From an optimization exercise on the open Yosys and OpenROAD flow, aimed at small area; shortcuts taken in it are not production practice.
Where RTL was checked, it was by simulation tests only, not by an equivalence proof against the original.
Power figures rest on the tool's default switching activity, not on a simulated workload.

==> flow/design.v (excerpt) <==
module comm (
     input  wire          clk,
     input  wire          reset_n,
     input  wire [7:0]    phr_psdu_in,
     input  wire          phr_psdu_in_valid,
     output wire          tx_out,
     output wire          tx_out_valid,
     input  wire          rx_in,
     output wire [7:0]    out,
     output wire [1:0]    out_valid
);
    reg        active;
    reg [6:0]  t;       
    reg        sph;     
    reg [4:0]  nb;      
    wire [1:0] g = t[4:3];
    reg [8:0]  pn;
    reg [15:0] crc;
    reg [20:0] ring [0:7];
    wire       sphase = sph;
    wire       crc_ph = (nb[4:2] == 3'b111) && (nb[1] != nb[0]);    
    wire       dphase = sph && !crc_ph;
    wire [2:0] bi = t[2:0];
    wire [7:0] r0, r1, r2;
    genvar gi;
    generate for (gi = 0; gi < 8; gi = gi + 1) begin : rd
        assign r0[gi] = ring[gi][(17 + gi) % 21];
        assign r1[gi] = ring[gi][3 + gi];
        assign r2[gi] = ring[gi][10 + gi];
    end endgenerate
    wire dbit = g[1] ? r2[bi] : g[0] ? r1[bi] : r0[bi];
    localparam [15:0] SFD = 16'hF398;
    wire       hbit = t[6] ? SFD[t[3:0]] : t[0];
    wire       sbit = (dphase ? dbit : ~crc[0]) ^ pn[0];
    assign tx_out_valid = active;
    assign tx_out       = active && (sphase ? sbit : hbit);
    integer k;
    always @(posedge clk) begin
        for (k = 0; k < 8; k = k + 1)
            ring[k] <= {ring[k][19:0], phr_psdu_in_valid ? phr_psdu_in[k] : ring[k][20]};
    end
    always @(posedge clk or negedge reset_n) begin
        if (~reset_n)
            active <= 1'b0;
        else if (!active)
            active <= phr_psdu_in_valid;
        else if (sph && nb == 5'd29 && t[2:0] == 3'd7)
            active <= 1'b0;
    end
    always @(posedge clk) begin
        if (!active) begin
            t   <= 7'd0;
            sph <= 1'b0;
            nb  <= 5'd31;
        end else begin
            if (!sph)
                t <= (t == 7'd79) ? 7'd0 : t + 7'd1;
            else begin
                t[2:0] <= t[2:0] + 3'd1;
                if (t[2:0] == 3'd7)
  ...
==> flow/config.mk <==
export PLATFORM = sky130hd
export DESIGN_NAME = comm
export DESIGN_NICKNAME = comm
export VERILOG_FILES = /design/flow/design.v
export SDC_FILE = /design/flow/constraint.sdc
export NUM_CORES = 4
export LEC_CHECK = 0
export CAP_MARGIN = 20
export CORE_MARGIN = 2
export CORE_UTILIZATION = 65
export SLEW_MARGIN = 20
==> flow/constraint.sdc <==
create_clock -name core_clock -period 10.0 [get_ports {clk}]
set_input_delay 2.0000 -clock core_clock [delete_from_list [all_inputs] [get_ports {clk}]]
set_output_delay 2.0000 -clock core_clock [all_outputs]
set_load 0.01 [all_outputs]
standard.sh (not shown) runs the stock make flow with config.mk's settings and CLKGATE_MAP_FILE= SYNTH_SCRIPT=/design/flow/synth_recipe.tcl, a recipe that flattens the netlist after the stock synthesis.
==> flow/flow/run.sh <==
#!/bin/bash
# Layout flow: the standard.sh, with
# - synthesis: the standard synthesis, but with an area-oriented ABC script for
#   the combinational logic (flow/synth_area.tcl) and without ORFS's mapping of
#   adders to half/full-adder cells (ADDER_MAP_FILE empty; ABC maps them). The
#   flip-flops (names, count, cell types) are checked against the standard
#   synthesis, which is used instead if they differ;
# - a leaner clock tree: no dummy loads, clkbuf_8 sink clusters of up to 16
#   flip-flops, clkbuf_4 root and tree levels;
# - the smallest buffer (buf_1) on every input and output port.
# Each step's output goes to a log file in this folder (ORFS also keeps each
# step's log in orfs/logs).
set -euo pipefail
work="$PWD"
res="$work/orfs/results/$FLOW_PLATFORM/comm/base"
export CTS_ARGS="-sink_clustering_enable -repair_clock_nets -dont_use_dummy_load -buf_list sky130_fd_sc_hd__clkbuf_4 -root_buf sky130_fd_sc_hd__clkbuf_4 -sink_clustering_buffer sky130_fd_sc_hd__clkbuf_8 -sink_clustering_size 16 -sink_clustering_max_diameter 80"
export BUFFER_PORTS_ARGS="-buffer_cell sky130_fd_sc_hd__buf_1"
export AREA_ABC_SCRIPT="$work/flow/abc_area.script"
export FLOW_SYNTH_TCL="$work/synth_recipe.tcl"

flops() { grep -E '^ *sky130_fd_sc_hd__[a-z0-9_]*(df|dl)[a-z0-9_]* ' "$1" | awk '{sub(/_[0-9]+$/, "", $1); print $1, $2}' | sort; }

# 1. Standard synthesis, kept for reference.
bash standard.sh synth > synth_standard.log 2>&1
cp "$res/1_2_yosys.v" "$work/standard_1_2_yosys.v"

# 2. Area-oriented synthesis: the same make command with synth_area.tcl and
#    no adder map.
sed -e "s#SYNTH_SCRIPT=[^ ]*#SYNTH_SCRIPT=$work/flow/synth_area.tcl ADDER_MAP_FILE=#" standard.sh > area_synth.sh
rm -f "$res"/1_2_yosys.v "$res"/1_2_yosys.sdc "$res"/1_synth.odb "$res"/1_synth.sdc
if bash area_synth.sh synth > synth_area.log 2>&1 \
   && [[ -s "$res/1_2_yosys.v" ]] \
   && [[ "$(flops "$work/standard_1_2_yosys.v")" == "$(flops "$res/1_2_yosys.v")" ]]; then
  echo "area synthesis used" > synth_choice.log
else
  echo "area synthesis failed or changed the flip-flops: standard synthesis used" > synth_choice.log
  rm -f "$res"/1_2_yosys.v "$res"/1_2_yosys.sdc "$res"/1_synth.odb "$res"/1_synth.sdc
  bash standard.sh synth > synth_standard2.log 2>&1
fi

# 3. The rest of the standard layout.
bash standard.sh > standard.log 2>&1
==> flow/flow/abc_area.script <==
strash
dch -f
amap
topo
==> flow/flow/synth_area.tcl <==
# The standard synthesis (synth_recipe.tcl, unchanged), except that the
# technology mapping of the combinational logic uses an area-oriented ABC
# script. Flip-flops are mapped before ABC runs, so their names and cell types
# are those of the standard synthesis.
proc abc {args} {
  set i [lsearch -exact $args -script]
  if {$i >= 0} {
    lset args [expr {$i + 1}] $::env(AREA_ABC_SCRIPT)
  }
  yosys abc {*}$args
}
source $::env(FLOW_SYNTH_TCL)
==> next run, changes <==
--- a/flow/flow/run.sh
+++ b/flow/flow/run.sh
@@ -4,4 +4,3 @@
-#   the combinational logic (flow/synth_area.tcl) and without ORFS's mapping of
-#   adders to half/full-adder cells (ADDER_MAP_FILE empty; ABC maps them). The
-#   flip-flops (names, count, cell types) are checked against the standard
-#   synthesis, which is used instead if they differ;
+#   the combinational logic (flow/synth_area.tcl). The flip-flops (names, count,
+#   cell types) are checked against the standard synthesis, which is used
+#   instead if they differ;
@@ -27,3 +26,2 @@
-# 2. Area-oriented synthesis: the same make command with synth_area.tcl and
-#    no adder map.
-sed -e "s#SYNTH_SCRIPT=[^ ]*#SYNTH_SCRIPT=$work/flow/synth_area.tcl ADDER_MAP_FILE=#" standard.sh > area_synth.sh
+# 2. Area-oriented synthesis: the same make command with synth_area.tcl.
+sed -e "s#SYNTH_SCRIPT=[^ ]*#SYNTH_SCRIPT=$work/flow/synth_area.tcl#" standard.sh > area_synth.sh
Effect: Cell count rises by 4.7%. Sequential power rises by about 4%. Wire length rises by 8.7%. Synthesized cell count rises by 5.6%. Global-route usage barely changes. Setup slack gets better by 0.023 ns. Final area rises by 4.7%. Total power rises by 5.2%. Combinational power rises by 17%. Non-clock buffer count stays the same.
==> next run, changes <==
==> flow/flow/run.sh (replaced) <==
#!/bin/bash
# Standard layout (the standard.sh, standard synthesis unchanged) with:
# - a leaner clock tree: no dummy loads, clkbuf_8 sink clusters of up to 16
#   flip-flops, clkbuf_4 root and tree levels;
# - the smallest buffer (buf_1) on every input and output port.
# The make output goes to standard.log; ORFS keeps each step's log in orfs/logs.
set -euo pipefail
export CTS_ARGS="-sink_clustering_enable -repair_clock_nets -dont_use_dummy_load -buf_list sky130_fd_sc_hd__clkbuf_4 -root_buf sky130_fd_sc_hd__clkbuf_4 -sink_clustering_buffer sky130_fd_sc_hd__clkbuf_8 -sink_clustering_size 16 -sink_clustering_max_diameter 80"
export BUFFER_PORTS_ARGS="-buffer_cell sky130_fd_sc_hd__buf_1"
bash standard.sh > standard.log 2>&1
removed: flow/flow/abc_area.script
removed: flow/flow/synth_area.tcl
After rerunning: Sequential power barely changes. Final area goes up by 2.1%. First-iteration DRC count goes down by about 35%. Cell count goes down by 3.8%. Sequential share of layout area goes down by 1.5 points.

========
comm, a different RTL version from the one above (not shown whole).
For scale: roughly 250 flip-flops, about 24 I/O pins, ~6300 um2 of cells after synthesis.
export LEC_CHECK = 0
export CAP_MARGIN = 20
export CORE_MARGIN = 2
export CORE_UTILIZATION = 80
export SLEW_MARGIN = 20
create_clock -name core_clock -period 10.0 [get_ports {clk}]
==> flow/flow/run.sh <==
#!/bin/bash
# Layout flow: the standard.sh, with
# - synthesis: the standard synthesis, but with an area-oriented ABC script for
#   the combinational logic (flow/synth_area.tcl) and without ORFS's mapping of
#   adders to half/full-adder cells (ADDER_MAP_FILE empty; ABC maps them). The
#   flip-flops (names, count, cell types) are checked against the standard
#   synthesis, which is used instead if they differ;
# - a leaner clock tree: no dummy loads, clkbuf_8 sink clusters of up to 18
#   flip-flops, clkbuf_4 root and tree levels;
# - the smallest buffer (buf_1) on every input and output port.
# Each step's output goes to a log file in this folder (ORFS also keeps each
# step's log in orfs/logs).
set -euo pipefail
work="$PWD"
res="$work/orfs/results/$FLOW_PLATFORM/comm/base"
export CTS_ARGS="-sink_clustering_enable -repair_clock_nets -dont_use_dummy_load -buf_list sky130_fd_sc_hd__clkbuf_4 -root_buf sky130_fd_sc_hd__clkbuf_4 -sink_clustering_buffer sky130_fd_sc_hd__clkbuf_8 -sink_clustering_size 20 -sink_clustering_max_diameter 80"
export BUFFER_PORTS_ARGS="-buffer_cell sky130_fd_sc_hd__buf_1"
export AREA_ABC_SCRIPT="$work/flow/abc_area.script"
export FLOW_SYNTH_TCL="$work/synth_recipe.tcl"

flops() { grep -E '^ *sky130_fd_sc_hd__[a-z0-9_]*(df|dl)[a-z0-9_]* ' "$1" | awk '{sub(/_[0-9]+$/, "", $1); print $1, $2}' | sort; }

# 1. Standard synthesis, kept for reference.
bash standard.sh synth > synth_standard.log 2>&1
cp "$res/1_2_yosys.v" "$work/standard_1_2_yosys.v"

# 2. Area-oriented synthesis: the same make command with synth_area.tcl and
#    no adder map.
sed -e "s#SYNTH_SCRIPT=[^ ]*#SYNTH_SCRIPT=$work/flow/synth_area.tcl ADDER_MAP_FILE=#" standard.sh > area_synth.sh
rm -f "$res"/1_2_yosys.v "$res"/1_2_yosys.sdc "$res"/1_synth.odb "$res"/1_synth.sdc
if bash area_synth.sh synth > synth_area.log 2>&1 \
   && [[ -s "$res/1_2_yosys.v" ]] \
   && [[ "$(flops "$work/standard_1_2_yosys.v")" == "$(flops "$res/1_2_yosys.v")" ]]; then
  echo "area synthesis used" > synth_choice.log
else
  echo "area synthesis failed or changed the flip-flops: standard synthesis used" > synth_choice.log
  rm -f "$res"/1_2_yosys.v "$res"/1_2_yosys.sdc "$res"/1_synth.odb "$res"/1_synth.sdc
  bash standard.sh synth > synth_standard2.log 2>&1
fi

# 3. The rest of the standard layout.
bash standard.sh > standard.log 2>&1
Other scripts of this flow, unchanged in this note and not shown: flow/flow/abc_area.script, flow/flow/synth_area.tcl
Then changed:
CORE_UTILIZATION = 65   (was 80)
The new run completed with no timing, DRC or antenna violations.
Wire length decreases by 29%.
Total power decreases by 3.0%.
Synthesized area does not change.
Final area increases by 0.62%.
Clock skew decreases by 0.016 ns.
Utilization decreases by 15 points.
Worst setup slack improves by 0.58 ns.
Worst hold slack is about the same.
Via count decreases by 11%.
Then changed:
--- a/flow/flow/run.sh
+++ b/flow/flow/run.sh
@@ -14,5 +14,5 @@
 work="$PWD"
 res="$work/orfs/results/$FLOW_PLATFORM/comm/base"
-export CTS_ARGS="-sink_clustering_enable -repair_clock_nets -dont_use_dummy_load -buf_list sky130_fd_sc_hd__clkbuf_4 -root_buf sky130_fd_sc_hd__clkbuf_4 -sink_clustering_buffer sky130_fd_sc_hd__clkbuf_8 -sink_clustering_size 20 -sink_clustering_max_diameter 80"
+export CTS_ARGS="-sink_clustering_enable -repair_clock_nets -dont_use_dummy_load -buf_list sky130_fd_sc_hd__clkbuf_4 -root_buf sky130_fd_sc_hd__clkbuf_4 -sink_clustering_buffer sky130_fd_sc_hd__clkbuf_8 -sink_clustering_size 18 -sink_clustering_max_diameter 80"
 export BUFFER_PORTS_ARGS="-buffer_cell sky130_fd_sc_hd__buf_1"
 export AREA_ABC_SCRIPT="$work/flow/abc_area.script"
Setup slack is better by 0.052 ns; core utilization increases by 0.15 points; via count increases slightly; first-iteration DRC count decreases by about a fifth; count of clock-buffer cells in the layout increases by 1.

========
== v6 ==
Another version of the RTL of comm (not shown whole).
Size in the first run: about 250 flip-flops, about 24 I/O pins.
Settings: LEC_CHECK=0, CAP_MARGIN=20, CORE_MARGIN=2, CORE_UTILIZATION=40, CTS_BUF_LIST=sky130_fd_sc_hd__clkbuf_8, CTS_CLUSTER_SIZE=30, SLEW_MARGIN=20; clock period 10.0 ns.
run.sh (not shown) runs the stock make flow with config.mk's settings and CLKGATE_MAP_FILE= SYNTH_SCRIPT=/design/flow/synth_recipe.tcl, a recipe that flattens the netlist after the stock synthesis.
Stock flow here: none of the scripts above is used.
--- input diff v6..v7 ---
Settings: a deleted CTS_CLUSTER_SIZE that had been 30; a deleted CTS_BUF_LIST that had been sky130_fd_sc_hd__clkbuf_8.
## What came out
- Number of antenna diodes came out exactly the same in v7 and v6.
- STATUS via count: v7 wins against v6
- Between v6 and v7, the wire length of the first global-routing pass figures differ only marginally.
- Clock network area share up 0.29 points in v7 wrt v6
- Going from v6 to v7, leakage power total shrank slightly.
No functional check of the RTL was part of any run of this note.

========
Another version of the RTL of comm (not shown whole).
For scale: roughly 510 cells after synthesis, about 24 I/O pins.
==> flow/config.mk <==
export PLATFORM = sky130hd
export DESIGN_NAME = comm
export DESIGN_NICKNAME = comm
export VERILOG_FILES = /design/flow/design.v
export SDC_FILE = /design/flow/constraint.sdc
export NUM_CORES = 4
export LEC_CHECK = 0
export CAP_MARGIN = 20
export CORE_MARGIN = 2
export CORE_UTILIZATION = 40
export SLEW_MARGIN = 20
==> flow/constraint.sdc <==
create_clock -name core_clock -period 10.0 [get_ports {clk}]
set_input_delay 2.0000 -clock core_clock [delete_from_list [all_inputs] [get_ports {clk}]]
set_output_delay 2.0000 -clock core_clock [all_outputs]
set_load 0.01 [all_outputs]
standard.sh (not shown) runs the stock make flow with config.mk's settings and CLKGATE_MAP_FILE= SYNTH_SCRIPT=/design/flow/synth_recipe.tcl, a recipe that flattens the netlist after the stock synthesis.
==> flow/flow/run.sh <==
#!/bin/bash
# Standard layout, with a leaner clock tree (no dummy loads, larger sink
# clusters) and the smallest buffer on the ports.
set -euo pipefail
export CTS_ARGS="-sink_clustering_enable -repair_clock_nets -dont_use_dummy_load -buf_list sky130_fd_sc_hd__clkbuf_16 -sink_clustering_size 20 -sink_clustering_max_diameter 150"
export BUFFER_PORTS_ARGS="-buffer_cell sky130_fd_sc_hd__buf_1"
bash standard.sh > standard.log 2>&1
==> next run, changes <==
==> flow/flow/run.sh (replaced) <==
#!/bin/bash
# Standard layout (the standard.sh, standard synthesis unchanged) with:
# - a leaner clock tree: no dummy loads, clkbuf_8 sink clusters of up to 16
#   flip-flops, clkbuf_8 root;
# - the smallest buffer (buf_1) on every input and output port.
# The make output goes to standard.log; ORFS keeps each step's log in orfs/logs.
set -euo pipefail
export CTS_ARGS="-sink_clustering_enable -repair_clock_nets -dont_use_dummy_load -buf_list sky130_fd_sc_hd__clkbuf_16 -root_buf sky130_fd_sc_hd__clkbuf_8 -sink_clustering_buffer sky130_fd_sc_hd__clkbuf_8 -sink_clustering_size 16 -sink_clustering_max_diameter 80"
export BUFFER_PORTS_ARGS="-buffer_cell sky130_fd_sc_hd__buf_1"
bash standard.sh > standard.log 2>&1
--- a/flow/config.mk
+++ b/flow/config.mk
@@ -10 +10 @@
-export CORE_UTILIZATION = 40
+export CORE_UTILIZATION = 65
The changed run completed without violations; design area went down by 3.2%; total power is lower by about 7%; utilization climbs by 27 points; die area fell by 37%; worst setup slack is better by 0.037 ns.
==> next run, changes <==
==> flow/flow/run.sh (replaced) <==
#!/bin/bash
# Standard layout, with a leaner clock tree (no dummy loads, larger sink
# clusters) and the smallest buffer on the ports.
set -euo pipefail
export CTS_ARGS="-sink_clustering_enable -repair_clock_nets -dont_use_dummy_load -buf_list sky130_fd_sc_hd__clkbuf_16 -sink_clustering_buffer sky130_fd_sc_hd__clkbuf_8 -sink_clustering_size 16 -sink_clustering_max_diameter 80"
export BUFFER_PORTS_ARGS="-buffer_cell sky130_fd_sc_hd__buf_1"
bash standard.sh > standard.log 2>&1
--- a/flow/config.mk
+++ b/flow/config.mk
@@ -10 +10 @@
-export CORE_UTILIZATION = 65
+export CORE_UTILIZATION = 40
=> The changed run went through all stages and came out clean. Global-route usage came out lower by 6.4 points. Power came out higher slightly. Setup slack got worse by 0.017 ns. Synthesized area does not change. Design area came out higher slightly.
==> next run, changes <==
--- a/flow/config.mk
+++ b/flow/config.mk
@@ -10 +10 @@
-export CORE_UTILIZATION = 40
+export CORE_UTILIZATION = 65
The changed run completed with no timing, DRC or antenna violations.
Worst hold slack got worse by 0.0085 ns.
Setup slack improved by 0.051 ns.
Cell area goes down by 1.5%.
Routed wire length goes down by 2.3%.
Via count hardly moves.
Sequential cell count does not change.
Maximum frequency goes up by 1.0%.

-- re-timing with driven ports --
Ports are ideal in the flow. The routed layouts listed here were re-timed in OpenROAD. Step 1, drivers: a clkbuf_16 drives clk and a buf_2 each remaining input, both assumed. Step 2, shift: input delay + t, output delay - t, t = (earliest + latest rising clock arrival at the registers) / 2. This alone moves slack from input paths to output paths. Slacks: ideal ports / drivers / drivers and shift; pairs: ideal ports / drivers.
run	t (ns)	setup slack, ns	worst hold slack (ns)	slew at the worst register clock pin (ns)
the first run of note 1	0.583	4.772 / 4.742 / 5.325	0.279 / 0.279 / 0.279	0.10 / 0.10
the second run of note 1	0.607	4.795 / 4.763 / 5.370	0.273 / 0.273 / 0.273	0.10 / 0.10
the third run of note 1	0.589	4.989 / 4.957 / 5.546	0.271 / 0.271 / 0.271	0.10 / 0.10
the first run of note 2	0.592	4.206 / 4.180 / 4.772	0.257 / 0.257 / 0.257	0.12 / 0.12
the second run of note 2	0.572	4.790 / 4.762 / 5.334	0.260 / 0.260 / 0.260	0.12 / 0.12
the third run of note 2	0.578	4.842 / 4.811 / 5.389	0.293 / 0.293 / 0.293	0.10 / 0.10
v6	0.576	3.101 / 3.063 / 3.639	0.325 / 0.325 / 0.325	0.07 / 0.07
v7	0.572	3.108 / 3.063 / 3.635	0.324 / 0.324 / 0.324	0.06 / 0.06
the first run of note 4	0.499	4.940 / 4.899 / 5.398	0.297 / 0.297 / 0.297	0.08 / 0.08
the second run of note 4	0.509	4.977 / 4.944 / 5.453	0.296 / 0.296 / 0.296	0.10 / 0.10
the third run of note 4	0.486	4.960 / 4.920 / 5.406	0.304 / 0.304 / 0.304	0.10 / 0.10
the fourth run of note 4	0.478	5.011 / 4.973 / 5.451	0.296 / 0.296 / 0.296	0.10 / 0.10
After both steps every run listed still meets setup and hold.
